Context: an optimization exercise on an open-source flow, tuned for small area. The choices shown serve that exercise and are no tape-out recipe.
In this exercise RTL edits were held to simulation tests only and were not proved equivalent to the original.
The flow treats the clock pin as an ideal source, which a real chip does not have.
Power figures rest on the tool's default switching activity, not on a simulated workload.

**flow/design.v**
```verilog
module i2c_module(
	input clk,
	input reset_n,
	output sda_oe,
	input  sda_in,
	output sda,
	output scl,
	input  data_bit,         
	output [3:0] bit_sel,    
	input  last,             
	output inc,              
	output ready
);
localparam [6:0] POL = 7'b0101010;
localparam [6:0] LFSR_T = 7'b1111111;    
localparam [6:0] LFSR_R = 7'b1111110;    
localparam [6:0] LFSR_1 = 7'b1111100;    
reg [6:0] m;
reg [1:0] q;
reg [1:0] byte_r;
reg [3:0] slot;
wire [6:0] lfsr = m ^ POL;
wire fb = lfsr[6] ^ lfsr[5] ^ (lfsr[5:0] == 6'd0);
wire q_end = (lfsr == LFSR_T);
wire ev     = q_end & q[1] & q[0];                
wire ev_ack = q_end & q[1] & ~q[0];               
wire ev_rdy = (lfsr == LFSR_1) & q[1] & ~q[0];    
wire special  = byte_r[1] & byte_r[0];
wire lastbyte = byte_r[1] & ~byte_r[0];
wire s9   = slot[3] & slot[0];                    
wire s8   = slot[3] & ~slot[0];                   
wire ack  = ~slot[2];                             
wire is_k = s8 & ~special;
wire is_g = s9 & ~special;
wire is_i = special & ~slot[3];
wire done = special & slot[3] & slot[1];
assign inc = ev & s9 & lastbyte & ack;
assign bit_sel = {byte_r[1], slot[2:0]};
assign ready = done;
always @(posedge clk) begin
	if (!reset_n) begin
		m <= LFSR_R ^ POL;
		q <= 2'd0;
	end else begin
		m <= {lfsr[5:0], fb} ^ POL;
		if (q_end)
			q <= q + 2'd1;
	end
end
always @(posedge clk) begin
	if (!reset_n) begin
		byte_r <= 2'd3;
		slot <= 4'd8;
	end else if (is_i && ev_rdy && last) begin
		slot <= 4'd10;
	end else if (is_k && ev_ack) begin
		slot[2] <= sda_in;
	end else if (ev && !done) begin
		if (is_g && (!ack || lastbyte)) begin
			byte_r <= 2'd3;
			slot <= 4'd7;
		end else if (s9) begin
			byte_r <= byte_r + 2'd1;
			slot <= 4'd0;
		end else
			slot <= {slot[3] | (&slot[2:0]), slot[2] ^ (&slot[1:0]), slot[1] ^ slot[0], ~slot[0]};
	end
end
wire cd = q[1] ^ q[0];
wire q3 = q[1] & q[0];
wire addr_bit = ~(slot[2] ^ slot[1]) & (slot[1] ^ slot[0]);    
assign sda_oe = ~is_k;
assign sda = s9 ? 1'b0 :
             special ? 1'b1 :
             (byte_r == 2'd0) ? addr_bit : data_bit;
assign scl = s9 ? (special ? ~q3 : ((q3 & (~ack | lastbyte)) | (cd & ack & lastbyte))) :
             special ? 1'b1 : cd;
endmodule
module camera_init (
	input clk,
	input reset_n,
	output ready,
	output wire sda_oe,
	output wire sda,
	input wire sda_in,
	output scl
);
reg [6:0] counter;    
wire [3:0] bit_sel;
wire inc;
wire [15:0] entry =
	counter == 7'd0 ? 16'h1280 :
	counter == 7'd1 ? 16'hfff0 :
	counter == 7'd2 ? 16'h1204 :
	counter == 7'd3 ? 16'h1180 :
	counter == 7'd4 ? 16'h0c00 :
	counter == 7'd5 ? 16'h3e00 :
	counter == 7'd6 ? 16'h0400 :
	counter == 7'd7 ? 16'h40d0 :
	counter == 7'd8 ? 16'h3a04 :
	counter == 7'd9 ? 16'h1418 :
	counter == 7'd10 ? 16'h4fb3 :
	counter == 7'd11 ? 16'h50b3 :
	counter == 7'd12 ? 16'h5100 :
	counter == 7'd13 ? 16'h523d :
	counter == 7'd14 ? 16'h53a7 :
	counter == 7'd15 ? 16'h54e4 :
	counter == 7'd16 ? 16'h589e :
	counter == 7'd17 ? 16'h3dc0 :
	counter == 7'd18 ? 16'h1714 :
	counter == 7'd19 ? 16'h1802 :
	counter == 7'd20 ? 16'h3280 :
	counter == 7'd21 ? 16'h1903 :
	counter == 7'd22 ? 16'h1a7b :
	counter == 7'd23 ? 16'h030a :
	counter == 7'd24 ? 16'h0f41 :
	counter == 7'd25 ? 16'h1e00 :
	counter == 7'd26 ? 16'h330b :
	counter == 7'd27 ? 16'h3c78 :
	counter == 7'd28 ? 16'h6900 :
	counter == 7'd29 ? 16'h7400 :
	counter == 7'd30 ? 16'hb084 :
	counter == 7'd31 ? 16'hb10c :
	counter == 7'd32 ? 16'hb20e :
	counter == 7'd33 ? 16'hb380 :
	counter == 7'd34 ? 16'h703a :
	counter == 7'd35 ? 16'h7135 :
	counter == 7'd36 ? 16'h7211 :
	counter == 7'd37 ? 16'h73f0 :
	counter == 7'd38 ? 16'ha202 :
	counter == 7'd39 ? 16'h7a20 :
	counter == 7'd40 ? 16'h7b10 :
	counter == 7'd41 ? 16'h7c1e :
	counter == 7'd42 ? 16'h7d35 :
	counter == 7'd43 ? 16'h7e5a :
	counter == 7'd44 ? 16'h7f69 :
	counter == 7'd45 ? 16'h8076 :
	counter == 7'd46 ? 16'h8180 :
	counter == 7'd47 ? 16'h8288 :
	counter == 7'd48 ? 16'h838f :
	counter == 7'd49 ? 16'h8496 :
	counter == 7'd50 ? 16'h85a3 :
	counter == 7'd51 ? 16'h86af :
	counter == 7'd52 ? 16'h87c4 :
	counter == 7'd53 ? 16'h88d7 :
	counter == 7'd54 ? 16'h89e8 :
	counter == 7'd55 ? 16'h0000 :
	counter == 7'd56 ? 16'h1000 :
	counter == 7'd57 ? 16'h0d40 :
	counter == 7'd58 ? 16'h1418 :
	counter == 7'd59 ? 16'ha505 :
	counter == 7'd60 ? 16'hab07 :
	counter == 7'd61 ? 16'h2495 :
	counter == 7'd62 ? 16'h2533 :
	counter == 7'd63 ? 16'h26e3 :
	counter == 7'd64 ? 16'h9f78 :
	counter == 7'd65 ? 16'ha068 :
	counter == 7'd66 ? 16'ha103 :
	counter == 7'd67 ? 16'ha6d8 :
	counter == 7'd68 ? 16'ha7d8 :
	counter == 7'd69 ? 16'ha8f0 :
	counter == 7'd70 ? 16'ha990 :
	counter == 7'd71 ? 16'haa94 :
	counter == 7'd72 ? 16'h13e5 :
	16'h0000;
wire data_bit = entry[~bit_sel];
wire last = counter[6] & counter[3] & counter[0];
i2c_module i2c_write_module(.clk(clk), .reset_n(reset_n), .sda_oe(sda_oe),
	.sda_in(sda_in), .sda(sda), .scl(scl), .data_bit(data_bit),
	.bit_sel(bit_sel), .last(last), .inc(inc), .ready(ready));
always @(posedge clk) begin
	if (!reset_n)
		counter <= 7'd0;
	else if (inc)
		counter <= counter + 7'd1;
end
endmodule
```
**flow/flow/run.sh**
```bash
#!/bin/bash
# Layout flow: the standard synthesis, then the combinational logic of
# its netlist is re-mapped by ABC with area-oriented scripts (the
# flip-flops are kept: same instances, names and cell types), then the standard flow's
# standard layout from floorplan to finish (port buffers of the smallest
# buffer cell; clock tree of clkbuf_8 without dummy loads, then its root
# buffer made a clkbuf_2 by flow/root_buf.tcl). The re-mapping (flow/resynth.tcl) is run
# with several random seeds, eight at a time, and the smallest result is
# used. Each tool writes its own log into the work folder.
set -euo pipefail
W=$PWD
R=$W/orfs/results/$FLOW_PLATFORM/camera_init/base
YOSYS=${YOSYS_EXE:-$FLOW_HOME/../tools/install/yosys/bin/yosys}
LIB=$FLOW_HOME/platforms/$FLOW_PLATFORM/lib/sky130_fd_sc_hd__tt_025C_1v80.lib
JOBS=8

bash standard.sh synth > $W/log_1_standard_synth.log 2>&1
cp $R/1_2_yosys.v $W/standard_1_2_yosys.v

resynth() {  # resynth SEED
  RS_LIB=$LIB RS_IN=$W/standard_1_2_yosys.v RS_OUT=$W/resynth_$1.v \
  RS_SEED=$1 RS_TIME=120 RS_TMP=$W/resynth_tmp_$1 RS_TOP=$FLOW_TOP \
  RS_STAT0=$W/resynth_stat_in.txt RS_STAT=$W/resynth_stat_$1.txt \
    $YOSYS -c $W/flow/resynth.tcl > $W/log_2_resynth_yosys_$1.log 2>&1 || true
}

NAMES="$(seq -s " " 1 40)"
n=0
for name in $NAMES; do
  resynth $name &
  n=$((n + 1))
  if (( n % JOBS == 0 )); then wait; fi
done
wait

best=""; best_area=""
for name in $NAMES; do
  a=$(awk '/Chip area/ {print $NF}' $W/resynth_stat_$name.txt 2>/dev/null || true)
  echo "$name ${a:-failed}" >> $W/resynth_choice.txt
  if [[ -n "$a" ]] && { [[ -z "$best" ]] || awk -v a="$a" -v b="$best_area" 'BEGIN {exit !(a < b)}'; }; then
    best=$name; best_area=$a
  fi
done
echo "chosen: $best, area $best_area" >> $W/resynth_choice.txt
cp $W/resynth_$best.v $R/1_2_yosys.v

CTS="-sink_clustering_enable -repair_clock_nets -buf_list sky130_fd_sc_hd__clkbuf_8 -dont_use_dummy_load"
bash standard.sh BUFFER_PORTS_ARGS="-buffer_cell sky130_fd_sc_hd__buf_1" CTS_ARGS="$CTS" cts > $W/log_3_standard_cts.log 2>&1
RB_DB=$R/4_cts.odb openroad -no_init -exit $W/flow/root_buf.tcl > $W/log_4_root_buf_openroad.log 2>&1
bash standard.sh BUFFER_PORTS_ARGS="-buffer_cell sky130_fd_sc_hd__buf_1" CTS_ARGS="$CTS" finish > $W/log_5_standard_finish.log 2>&1
```
**flow/flow/resynth.tcl**
```tcl
# Re-map the combinational logic of the standard synthesis netlist for
# area. Sequential cells (and tie cells) stay black boxes, so every
# flip-flop keeps its instance, name and cell type.
# Step 1: ABC's deepsyn restructures the logic (seed RS_SEED), kept as
# simple gates. Step 2: several mapping scripts to the cell library are
# tried on that logic and the smallest result is kept.
yosys -import
set lib $::env(RS_LIB)
set seed $::env(RS_SEED)
set tmp $::env(RS_TMP)
read_liberty -ignore_miss_func $lib
foreach m {dfxtp_1 dfxtp_2 dfxtp_4 edfxtp_1 dfrtp_1 dfrtp_2 dfrtp_4 dfstp_1 dfstp_2 dfstp_4 dfxbp_1 dfxbp_2 dfrbp_1 dfrbp_2 dfbbn_1 dfbbp_1 dfsbp_1 dfsbp_2 edfxbp_1 conb_1} {
  catch { blackbox sky130_fd_sc_hd__$m }
}
read_verilog $::env(RS_IN)
hierarchy -top $::env(RS_TOP)
flatten
opt_clean -purge
tee -o $::env(RS_STAT0) stat -liberty $lib
set dont_use {}
foreach c {lpflow_bleeder_1 lpflow_clkbufkapwr_1 lpflow_clkbufkapwr_16 lpflow_clkbufkapwr_2 lpflow_clkbufkapwr_4 lpflow_clkbufkapwr_8 lpflow_clkinvkapwr_1 lpflow_clkinvkapwr_16 lpflow_clkinvkapwr_2 lpflow_clkinvkapwr_4 lpflow_clkinvkapwr_8 lpflow_decapkapwr_12 lpflow_decapkapwr_3 lpflow_decapkapwr_4 lpflow_decapkapwr_6 lpflow_decapkapwr_8 lpflow_inputiso0n_1 lpflow_inputiso0p_1 lpflow_inputiso1n_1 lpflow_inputiso1p_1 lpflow_inputisolatch_1 lpflow_isobufsrc_1 lpflow_isobufsrc_16 lpflow_isobufsrc_2 lpflow_isobufsrc_4 lpflow_isobufsrc_8 lpflow_isobufsrckapwr_16 lpflow_lsbuf_lh_hl_isowell_tap_1 lpflow_lsbuf_lh_hl_isowell_tap_2 lpflow_lsbuf_lh_hl_isowell_tap_4 lpflow_lsbuf_lh_isowell_4 lpflow_lsbuf_lh_isowell_tap_1 lpflow_lsbuf_lh_isowell_tap_2 lpflow_lsbuf_lh_isowell_tap_4 probe_p_8 probec_p_8} {
  lappend dont_use -dont_use sky130_fd_sc_hd__$c
}

proc write_script {name text} {
  set f [open $name w]
  puts $f $text
  close $f
}

# step 1
write_script $tmp.ds.abc "strash\n&get -n\n&deepsyn -T $::env(RS_TIME) -S $seed\n&put\nmap"
abc -script $tmp.ds.abc -g AND
opt_clean -purge
design -save ds

# step 2
set maps {
  "strash\ndch -f\namap -F 3 -A 10"
  "strash\ndch -f\namap -F 5 -A 20"
  "strash\ndch\namap -F 3 -A 10"
  "strash\n&get -n\n&dc2\n&put\ndch -f\namap -F 3 -A 10"
  "strash\n&get -n\n&dc2 -l\n&put\ndch -f\namap -F 3 -A 10"
  "strash\n&get -n\n&b\n&put\ndch -f\namap -F 3 -A 10"
  "strash\n&get -n\n&dch -f\n&put\ndch -f\namap -F 3 -A 10"
  "strash\ndc2\ndch -f\namap -F 3 -A 10"
  "strash\n&get -n\n&dch -f\n&nf -a -p -R 1000\n&put"
  "strash\n&get -n\n&dc2\n&dch -f\n&nf -a -p -R 1000\n&put"
}
set best ""
set best_area 0
set i 0
foreach m $maps {
  incr i
  design -load ds
  write_script $tmp.map$i.abc [subst -nocommands -novariables $m]
  abc -liberty $lib -script $tmp.map$i.abc {*}$dont_use
  opt_clean -purge
  tee -q -o $tmp.stat$i stat -liberty $lib
  set f [open $tmp.stat$i r]
  set txt [read $f]
  close $f
  if {[regexp {Chip area for module[^:]*: ([0-9.]+)} $txt -> a]} {
    puts "RESYNTH map $i area $a"
    if {$best eq "" || $a < $best_area} {
      set best $i
      set best_area $a
      design -save best
    }
  }
}
puts "RESYNTH chosen map $best area $best_area"
design -load best

hilomap -singleton -hicell sky130_fd_sc_hd__conb_1 HI -locell sky130_fd_sc_hd__conb_1 LO
opt_clean -purge
# names left by flattening the library cells contain '.': make them private
yosys rename -hide w:*.*
read_liberty -lib -ignore_redef -ignore_miss_func $lib
tee -o $::env(RS_STAT) stat -liberty $lib
check -assert -mapped
write_verilog -noattr -nohex -nodec $::env(RS_OUT)
```
**flow/flow/root_buf.tcl**
```tcl
# After clock tree synthesis: the root buffer of the clock tree only drives
# the inputs of the leaf buffers, so give it the small clkbuf_2 cell (the
# leaf buffers, which drive the flip-flops, keep clkbuf_8). The smaller
# cell fits in the place of the larger one, so placement stays legal.
read_db $::env(RB_DB)
set block [ord::get_db_block]
set inst [$block findInst clkbuf_0_clk]
if { $inst != "NULL" } {
  set old [[$inst getMaster] getName]
  $inst swapMaster [[ord::get_db] findMaster sky130_fd_sc_hd__clkbuf_2]
  puts "root clock buffer [$inst getName]: $old -> [[$inst getMaster] getName]"
} else {
  puts "no root clock buffer clkbuf_0_clk found; nothing changed"
}
write_db $::env(RB_DB)
```
**flow/standard.sh**
```bash
#!/bin/bash
# synth_recipe.tcl (not shown) runs the flow's synth.tcl, then flattens the netlist and writes it again
# the make line also repeats each setting of config.mk as NAME=value (left out here)
make -C /OpenROAD-flow-scripts/flow DESIGN_CONFIG=/design/flow/config.mk WORK_HOME=/design/flow/orfs CLKGATE_MAP_FILE= SYNTH_SCRIPT=/design/flow/synth_recipe.tcl "${@:-finish}"
```
**flow/config.mk**
```make
export PLATFORM = sky130hd
export DESIGN_NAME = camera_init
export DESIGN_NICKNAME = camera_init
export VERILOG_FILES = /design/flow/design.v
export SDC_FILE = /design/flow/constraint.sdc
export NUM_CORES = 4
export LEC_CHECK = 0
export ABC_AREA = 1
export CAP_MARGIN = 20
export CELL_PAD_IN_SITES_DETAIL_PLACEMENT = 1
export CORE_MARGIN = 2
export CORE_UTILIZATION = 30
export GPL_TIMING_DRIVEN = 0
export SLEW_MARGIN = 20
```
**flow/constraint.sdc**
```tcl
create_clock -name core_clock -period 10.0 [get_ports {clk}]
set_input_delay 2.0000 -clock core_clock [delete_from_list [all_inputs] [get_ports {clk}]]
set_output_delay 2.0000 -clock core_clock [all_outputs]
set_load 0.01 [all_outputs]
```
==> impl_metrics.csv, run 1 <==
group,metric,value,unit
status,run_status,"finished clean",
timing,setup_viol,0,
hold_path,min_path_type,"flip-flop to flip-flop",
clocking,clock_sinks,22,
global_route,grt_pass1_vias,2654,
global_route,grt_max_degree,17,
placement,placed_area,0.00201,mm2
clocking,cts.reportedPaths.clkPinSlew,0.07,ns
timing,hold-worst-slack,0.404,ns
power_and_ir_drop,swShare,22.5,%
finish,nets,319,
clocking,clk-insertion-delay-late,0.28,ns
finish,antenna_cells,0,
finish,stdcell_count,389,
logic_synthesis,syn_area_per_cell,6.20,um2
route,viasPerCell,6.63,
timing,rsz0062_at_grt,"no",
setup_path,start_kind,"flip-flop",
setup_path,cp.required,8.00,ns
global_route,grt.total_usage,23.2,%
global_route,grt.overflow.total,0,
clocking,cts_made_buffers,3,
finish,fillers,819,
placement,io_buffers,6,
setup_path,critPathKind,"flip-flop to primary output",
finish,final_util,34.0,%
finish,mostFrequentLayoutCell,"nor2_1",
route,routedWlPerCell,20.6,um
placement,place_ws,3.86,ns
setup_path,critical_path.cell_chain,"clkinv_1 -> nor2_1 -> clkinv_1 -> nor2_1 -> clkinv_1 -> nor3_1 -> o21ai_0 -> o21ai_0 -> clkinv_1 -> o21ai_0 -> o22ai_1 -> o2111a_1 -> a32oi_1 -> o22ai_1 -> a21oi_1 -> buf_1",
global_route,grt_pass1_wl,13.3,mm
route,drc,0,
route,drtIter0Drc,337,
floorplan,die_x,83.4,um
clocking,cts-root-buf,"clkbuf_8",
setup_path,crit_path_frequent_cell,"clkinv_1",
timing,finalCritPeriodShare,66.6,%
route,vias,2580,
timing,worstMarginPinSlew,0.684,ns
setup_path,cp_max_fo,9,
timing,clock_skew,0.00712,ns
clocking,cts_setup_buffers,0,
floorplan,pin_count,7,
placement,place_congestion,1.06,
floorplan,die_h,83.4,um
timing,drv_slew,0,
finish,mostFrequentLayoutCells,"66 x nor2_1, 44 x clkinv_1, 29 x nor3_1",
power_and_ir_drop,switchingPower,0.0325,mW
power_and_ir_drop,combPwrFrac,5.0,%
floorplan,start_util,31.6,%
logic_synthesis,syn_area,0.00189,mm2
logic_synthesis,synthCells,305,
power_and_ir_drop,fin_total_pwr,0.144,mW
floorplan,core,0.00599,mm2
power_and_ir_drop,power.density,70.6,mW/mm2
placement,placed_cells,386,
logic_synthesis,syn-num-nets,308,
floorplan,die_area,0.00695,mm2
power_and_ir_drop,power_frac_seq,62.3,%
route,firstDrtPassIters,5,
clocking,cts.htree.levels,1,
logic_synthesis,yosys_warnings,2,
timing,setup_tns,0,ns
setup_path,slowest_stage,"dfxtp_1",
global_route,grt_antenna_before_repair,0,
power_and_ir_drop,clock_power_share,32.7,%
clocking,hold_buffers,0,
timing,fin_ws,3.34,ns
finish,syn_to_final_growth,7.88,%
clocking,cts_resized,0,
finish,multiInputGateArea,0.00128,mm2
placement,dp_hpwl,6.17,mm
run,drv_cap,0,
finish,regArea,440,um2
finish,drive_above_1_share,0.955,%
floorplan,rows,28,
timing,layout_min_cycle_time,6.66,ns
setup_path,end_kind,"primary output",
route,wl,8.00,mm
power_and_ir_drop,p_leak,0.589,nW
finish,final_area,0.00204,mm2
clocking,cts_tree,"done",
timing,slew_headroom,54.3,%
timing,max_freq,0.150,GHz
setup_path,arrival,4.66,ns
setup_path,slowest_delay,0.54,ns
power_and_ir_drop,peakVddDrop,0.0738,mV
power_and_ir_drop,p_int,0.112,mW
clocking,clockBufferDepth,2,
timing,hold_violations,0,
route,postRouteAntennaNets,0,
power groups by stage:
stage	logic (mW)	registers, mW	clock network (mW)
final	0.00718	0.0897	0.0471
after global routing	0.00802	0.0899	0.0524
after CTS	0.00730	0.0897	0.0548
after detailed placement	0.00716	0.0918	0
after global placement	0.00702	0.0917	0
after floorplan	0.00445	0.0915	0
sequential cells by signal, summed over array words and instances (netlist names):
register	count
counter	7
i2c_write_module.byte_r	2
i2c_write_module.m	7
i2c_write_module.q	2
i2c_write_module.slot	4
cell type report:
class                      count  share of cell area, %
sequential                    22                   21.6
timing repair buffer           6                   1.10
clock buffer                   3                   1.60
inverter                      44                   8.10
multi-input combinational    239                   63.0
tap                           75                   4.60
worst paths after layout:
check / from / to / slack (ns) / cells past startpoint
max: counter[4] / sda / 3.34 / 16
min: i2c_write_module.m[5] / i2c_write_module.m[6] / 0.40 / 1
max reg2reg: i2c_write_module.slot[0] / counter[6] / 6.49 / 12
min reg2reg: i2c_write_module.m[5] / i2c_write_module.m[6] / 0.40 / 1
critical path, delay by kind of cell (launching register included):
family / cells / cell delay (ns)
buf+inv: 5 / 1.11
flops: 1 / 0.54
compound gates: 8 / 1.74
simple gates: 3 / 0.98
layer usage:
metal,wire (um),up-vias,GRT usage (%)
met5,0,-,0
met3,720,47,3.18
met1,3220,1216,29.6
met4,430,0,11.8
met2,3630,161,38.0
li1,-,1156,-
==> inputs of run 2 (changes only) <==
--- a/flow/flow/run.sh
+++ b/flow/flow/run.sh
@@ -26,3 +26,3 @@
 
-NAMES="$(seq -s " " 1 40)"
+NAMES="21 $(seq -s " " 41 87)"
 n=0
==> run 2 against run 1 <==
Power fell by 0.25%; register-to-register slack got worse by 0.12 ns; clock power rose by 3%.
==> impl_metrics.csv, run 2 <==
group,metric,value,unit
status,run_status,"finished clean",
global_route,grt_antenna_before_repair,0,
power_and_ir_drop,p_leak,0.595,nW
setup_path,cp_max_fo,14,
route,viasPerCell,6.50,
route,drtIter0Drc,244,
route,routedWlPerCell,21.4,um
finish,mostFrequentLayoutCell,"nor2_1",
timing,hold-worst-slack,0.410,ns
setup_path,start_kind,"flip-flop",
finish,nets,317,
floorplan,core,0.00628,mm2
floorplan,die_h,83.9,um
placement,dp_hpwl,6.45,mm
route,wl,8.31,mm
floorplan,die_area,0.00704,mm2
clocking,clk-insertion-delay-late,0.30,ns
setup_path,critPathKind,"flip-flop to primary output",
route,firstDrtPassIters,5,
logic_synthesis,syn_area_per_cell,6.32,um2
clocking,hold_buffers,0,
power_and_ir_drop,power.density,69.5,mW/mm2
clocking,clock_sinks,22,
route,postRouteAntennaNets,0,
timing,layout_min_cycle_time,6.83,ns
route,vias,2530,
clocking,cts.htree.levels,1,
finish,top_regs,"counter: 7 flops, i2c_write_module.m: 7 flops, i2c_write_module.slot: 4 flops",
setup_path,cp.required,8.00,ns
finish,antenna_cells,0,
power_and_ir_drop,peakVddDrop,0.0891,mV
logic_synthesis,yosys_warnings,2,
clocking,cts_tree,"done",
floorplan,rows,29,
global_route,grt_pass1_vias,2514,
finish,final_util,32.9,%
timing,finalCritPeriodShare,68.3,%
setup_path,end_kind,"primary output",
global_route,grt.total_usage,23.9,%
placement,place_congestion,1.03,
finish,syn_to_final_growth,7.90,%
logic_synthesis,syn_area,0.00192,mm2
finish,mostFrequentLayoutCells,"63 x nor2_1, 44 x clkinv_1, 24 x o21ai_0",
clocking,clockBufferDepth,2,
global_route,grt.overflow.total,0,
placement,placed_cells,386,
floorplan,die_x,83.9,um
timing,drv_slew,0,
floorplan,start_util,30.5,%
clocking,cts_setup_buffers,0,
floorplan,pin_count,7,
run,drv_cap,0,
timing,setup_viol,0,
timing,setup_tns,0,ns
placement,io_buffers,6,
finish,final_area,0.00207,mm2
finish,drive_above_1_share,0.962,%
setup_path,arrival,4.83,ns
clocking,cts-root-buf,"clkbuf_8",
hold_path,min_path_type,"flip-flop to flip-flop",
clocking,cts_resized,0,
timing,slew_headroom,44.9,%
timing,max_freq,0.146,GHz
global_route,grt_max_degree,16,
global_route,grt_pass1_wl,13.5,mm
logic_synthesis,syn-num-nets,306,
timing,clock_skew,0.0104,ns
timing,hold_violations,0,
timing,worstMarginPinSlew,0.806,ns
timing,rsz0062_at_grt,"no",
finish,stdcell_count,389,
placement,placed_area,0.00203,mm2
logic_synthesis,synthCells,303,
clocking,cts.reportedPaths.clkPinSlew,0.08,ns
clocking,cts_made_buffers,3,
route,drc,0,
[run 2: cell types whose count changed in the layout (fill, tap and decap cells not counted), moves of 3 or more]
cell / before / now
o311ai_0: 1 / 4
nor2_1: 66 / 63
o211ai_1: 2 / 7
nand2_1: 23 / 20
o22ai_1: 5 / 2
a311oi_1: 5 / 1
nand3_1: 11 / 15
nor3_1: 29 / 18
[run 2: through the flow]
step	setup WS [ns]	power, mW
6_report	3.17	0.144
5_1_grt	2.95	0.149
4_1_cts	3.44	0.152
3_5_place_dp	3.74	0.0974
3_3_place_gp	3.59	0.0973
2_1_floorplan	4.98	0.0952
[run 2: layer usage]
layer | GRT usage (%) | wire (um) | up-vias
li1 | - | - | 1160
met5 | 0 | 0 | -
met4 | 12.6 | 423 | 0
met2 | 38.7 | 3780 | 136
met1 | 31.1 | 3630 | 1201
met3 | 2.37 | 479 | 33
[run 2: worst paths after layout]
check	from	endpoint	slack [ns]	depth (start not counted)
setup / recovery	counter[2]	sda	3.17	15
hold / removal	i2c_write_module.m[3]	i2c_write_module.m[4]	0.41	1
setup reg to reg	i2c_write_module.slot[0]	counter[6]	6.37	15
hold reg to reg	i2c_write_module.m[3]	i2c_write_module.m[4]	0.41	1
[run 2: area by class of cell]
class / instances / area, um2
Clock buffer: 3 / 32.5
Fill cell: 840 / 4210
Inverter: 44 / 165
Multi-Input combinational cell: 237 / 1310
Sequential cell: 22 / 440
Tap cell: 77 / 96.3
Timing Repair Buffer: 6 / 22.5
[run 2: power breakdown]
part / leakage (nW) / switching, mW / internal (mW) / total (mW)
clock network: 0.0185 / 0.0276 / 0.0207 / 0.0483
registers: 0.178 / 0.000949 / 0.0888 / 0.0897
logic: 0.398 / 0.00403 / 0.00162 / 0.00565
total: 0.595 / 0.0326 / 0.111 / 0.144
[run 2: critical path: stages (launching register included)]
cell,delay (ns)
dfxtp_1,0.68
clkinv_1,0.55
nor2_1,0.55
clkinv_1,0.23
o22ai_1,0.23
a21o_1,0.17
o21ai_0,0.13
and3_1,0.26
o21ai_0,0.55
a21oi_1,0.21
o22a_1,0.25
nor3_1,0.14
o32ai_1,0.10
or2_0,0.22
nor2b_1,0.12
buf_1,0.13

-- what the ideal ports hide --
In the flow no input, the clock included, has a driving cell. The finished layouts below were timed again as built, in two steps. Step 1: set_driving_cell puts a clkbuf_16 on clk and a buf_2 on each other input, an assumption about the parent block. Step 2 times the ports against the registers' clock, not the clock port: input delays grow and output delays shrink by t, the midpoint of the rising clock arrivals with the driver on. Slacks: ideal ports / drivers / drivers and shift; pairs: ideal ports / drivers.
run	t, ns	setup slack, ns	latest minus earliest clock arrival (ns)
run 1	0.300	3.341 / 3.321 / 3.622	0.007 / 0.007
run 2	0.315	3.173 / 3.153 / 3.468	0.011 / 0.010
After both steps every run listed still meets setup and hold.
